Context: an optimization exercise on an open-source flow, tuned for small area. The choices shown serve that exercise and are no tape-out recipe. The RTL was checked by simulation tests, not by an equivalence proof against the original design. The clock port is modelled as an ideal driver, which makes a skipped or thinned clock tree look cheaper than it is; a real chip needs a root buffer or a tree. No activity file was given, so power comes from the tool's default toggle rates.

Design nback_top, start of the top module:
module nback_top (
  input  logic       clk_50_mhz_i,
  input  logic       key_0_i,
  input  logic       key_1_i,
  output logic [7:0] leds_o
);
For scale: ~2200 um2 of cells after synthesis.
Settings: LEC_CHECK=0, CAP_MARGIN=20, CORE_MARGIN=2, CORE_UTILIZATION=40, SLEW_MARGIN=20; clock period 5.0 ns.
standard.sh (not shown) runs the stock make flow with config.mk's settings and CLKGATE_MAP_FILE= SYNTH_SCRIPT=/design/flow/synth_recipe.tcl, a recipe that flattens the netlist after the stock synthesis.
==> flow/flow/run.sh <==
#!/bin/bash
# Layout flow: the standard synthesis, then the combinational logic is
# mapped again for area (registers untouched), then the standard layout
# steps with adjusted clock tree and port buffer settings.
set -euo pipefail
LIB=$FLOW_HOME/platforms/sky130hd/lib/sky130_fd_sc_hd__tt_025C_1v80.lib
R=orfs/results/sky130hd/nback_top/base
L=orfs/logs/sky130hd/nback_top/base

bash standard.sh synth > flow_1_synth.log 2>&1
cp $R/1_2_yosys.v $R/1_2_yosys_standard.v

DU=$(grep -o -- '-dont_use [A-Za-z0-9_]*' $L/1_2_yosys.log | sort -u | tr '\n' ' ')
# One mapping pass: the combinational cells are turned back into logic and
# mapped again by ABC with an area script; the registers stay as they are.
remap() {
  cat > remap_$3.ys <<EOS
read_liberty -ignore_miss_func $LIB
read_verilog $1
hierarchy -top $FLOW_TOP
blackbox sky130_fd_sc_hd__*df*
flatten
hierarchy -top $FLOW_TOP
opt -purge
read_liberty -lib -nooverwrite -ignore_miss_func $LIB
abc -liberty $LIB $DU -script $4
opt_clean -purge
splitnets
opt_clean -purge
rename -hide w:*.*
hilomap -singleton -hicell sky130_fd_sc_hd__conb_1 HI -locell sky130_fd_sc_hd__conb_1 LO
check -assert -mapped
tee -o $2.stat stat -liberty $LIB
write_verilog -noattr -nohex -nodec $2
EOS
  yosys -s remap_$3.ys > flow_2_remap_$3.log 2>&1
  grep 'Chip area' $2.stat | awk '{print $NF}'
}
# Several passes, each starting from the best netlist so far; keep the best.
best=$R/1_2_yosys_standard.v
best_area=1e9
for k in 1 2 3 4; do
  for sc in area area2 area3; do
    a=$(remap $best remap_${k}_$sc.v ${k}_$sc flow/$sc.abc)
    echo "pass $k script $sc area $a" >> flow_2_remap.log
    if awk -v a="$a" -v b="$best_area" 'BEGIN { exit !(a != "" && a + 0 < b + 0) }'; then
      best_next=remap_${k}_$sc.v
      best_area=$a
    fi
  done
  best=${best_next:-$best}
done
echo "kept $best area $best_area" >> flow_2_remap.log
cp $best $R/1_2_yosys.v
rm -f $R/1_synth.odb $R/1_synth.sdc

export CLOCK_GROUPS=${CLOCK_GROUPS:-2}
export CLOCK_BUF=${CLOCK_BUF:-sky130_fd_sc_hd__clkbuf_16}
bash standard.sh finish \
  "PRE_CTS_TCL=$PWD/flow/pre_cts.tcl" \
  "BUFFER_PORTS_ARGS=-buffer_cell sky130_fd_sc_hd__buf_1" \
  > flow_3_finish.log 2>&1
==> flow/flow/area.abc <==
strash
balance
 rewrite
 refactor
 balance
 rewrite
 rewrite -z
 balance
 refactor -z
 rewrite -z
 balance
dch -f
amap
strash
balance
 rewrite
 refactor
 balance
 rewrite
 rewrite -z
 balance
 refactor -z
 rewrite -z
 balance
dch -f
amap
topo
==> flow/flow/area2.abc <==
strash
dc2
balance
 rewrite
 refactor
 balance
 rewrite
 rewrite -z
 balance
 refactor -z
 rewrite -z
 balance
dc2
balance
 rewrite
 refactor
 balance
 rewrite
 rewrite -z
 balance
 refactor -z
 rewrite -z
 balance
dch -f
amap
topo
==> flow/flow/area3.abc <==
strash
balance
 rewrite
 refactor
 balance
 rewrite
 rewrite -z
 balance
 refactor -z
 rewrite -z
 balance
dch -f
if -a -K 4
mfs2
strash
dch -f
amap
topo
Other scripts of this flow, unchanged in this note and not shown: flow/flow/pre_cts.tcl
==> next run, changes <==
--- a/flow/flow/run.sh
+++ b/flow/flow/run.sh
@@ -39 +39,2 @@
-# Several passes, each starting from the best netlist so far; keep the best.
+# Several passes; in each, every script maps the best netlist so far (4 at a
+# time); keep the smallest.
@@ -42,4 +43,12 @@
-for k in 1 2 3 4; do
-  for sc in area area2 area3; do
-    a=$(remap $best remap_${k}_$sc.v ${k}_$sc flow/$sc.abc)
-    echo "pass $k script $sc area $a" >> flow_2_remap.log
+for k in 1 2 3; do
+  for sc in flow/abc_*.abc; do
+    n=$(basename $sc .abc)
+    ( remap $best remap_${k}_$n.v ${k}_$n $sc > remap_${k}_$n.area ) &
+    while [ $(jobs -r | wc -l) -ge 4 ]; do sleep 0.2; done
+  done
+  wait
+  prev=$best
+  for sc in flow/abc_*.abc; do
+    n=$(basename $sc .abc)
+    a=$(cat remap_${k}_$n.area)
+    echo "pass $k script $n area $a" >> flow_2_remap.log
@@ -47 +56 @@
-      best_next=remap_${k}_$sc.v
+      best=remap_${k}_$n.v
@@ -51 +60 @@
-  best=${best_next:-$best}
+  if [ "$best" = "$prev" ]; then break; fi
==> flow/flow/abc_a7.abc (new file) <==
strash
balance
 rewrite
 refactor
 balance
 rewrite
 rewrite -z
 balance
 refactor -z
 rewrite -z
 balance
dch -f
amap
strash
balance
 rewrite
 refactor
 balance
 rewrite
 rewrite -z
 balance
 refactor -z
 rewrite -z
 balance
dch -f
amap
topo
==> flow/flow/abc_b2.abc (new file) <==
strash
dc2
balance
 rewrite
 refactor
 balance
 rewrite
 rewrite -z
 balance
 refactor -z
 rewrite -z
 balance
dc2
balance
 rewrite
 refactor
 balance
 rewrite
 rewrite -z
 balance
 refactor -z
 rewrite -z
 balance
dch -f
amap
topo
==> flow/flow/abc_c7.abc (new file) <==
strash
balance
 rewrite
 refactor
 balance
 rewrite
 rewrite -z
 balance
 refactor -z
 rewrite -z
 balance
dch -f
if -a -K 4
mfs2
strash
dch -f
amap
topo
==> flow/flow/abc_d2.abc (new file) <==
strash
balance
 rewrite
 refactor
 balance
 rewrite
 rewrite -z
 balance
 refactor -z
 rewrite -z
 balance
dch -f
if -a -K 5
mfs2
strash
dch -f
amap
topo
==> flow/flow/abc_d3.abc (new file) <==
strash
balance
 rewrite
 refactor
 balance
 rewrite
 rewrite -z
 balance
 refactor -z
 rewrite -z
 balance
dch -f
if -a -K 3
mfs2
strash
dch -f
amap
topo
==> flow/flow/abc_d7.abc (new file) <==
strash
balance
 rewrite
 refactor
 balance
 rewrite
 rewrite -z
 balance
 refactor -z
 rewrite -z
 balance
balance
 rewrite
 refactor
 balance
 rewrite
 rewrite -z
 balance
 refactor -z
 rewrite -z
 balance
dch -f
if -a -K 4
mfs2
strash
balance
 rewrite
 refactor
 balance
 rewrite
 rewrite -z
 balance
 refactor -z
 rewrite -z
 balance
dch -f
amap
topo
==> flow/flow/abc_d8.abc (new file) <==
strash
balance
 rewrite
 refactor
 balance
 rewrite
 rewrite -z
 balance
 refactor -z
 rewrite -z
 balance
dch -f
if -a -K 4
mfs2
lutpack
strash
dch -f
amap
topo
removed: flow/flow/area.abc
removed: flow/flow/area2.abc
removed: flow/flow/area3.abc
=> Design area came out lower slightly; core utilization came out lower by 0.10 points; maximum frequency came out higher slightly; sequential power is about the same; wire length came out lower by a few percent; total power came out higher slightly; worst setup slack gains 0.032 ns; via count came out lower by a few percent; hold slack is about the same; final cell count came out lower by a few percent.
In every run of this note, the design's own scripts or RTL, not TritonCTS, make the clock network.

[separate check: timing with driven ports]
No port has a modelled driver above. Below, the same layouts with a new extraction and two added sets of constraints. Step 1: set_driving_cell puts a clkbuf_16 on clk_50_mhz_i and a buf_2 on each other input, an assumption about the parent block. Step 2 also shifts input and output timing later by t, the mid clock arrival at the registers, as if the neighbouring blocks saw the same clock. Three values: ideal, step 1, step 2; two values: the first two.
| run | t (ns) | setup WS [ns] | worst hold slack (ns) | worst setup path at the end | cell pins on the clock port's net |
|---|---|---|---|---|---|
| the first run | 0.212 | 1.885 / 1.838 / 2.050 | 0.336 / 0.336 / 0.336 | register to output | 2 |
| the second run | 0.212 | 1.917 / 1.870 / 2.082 | 0.337 / 0.337 / 0.337 | register to output | 2 |
After both steps setup and hold are still met in every run listed.
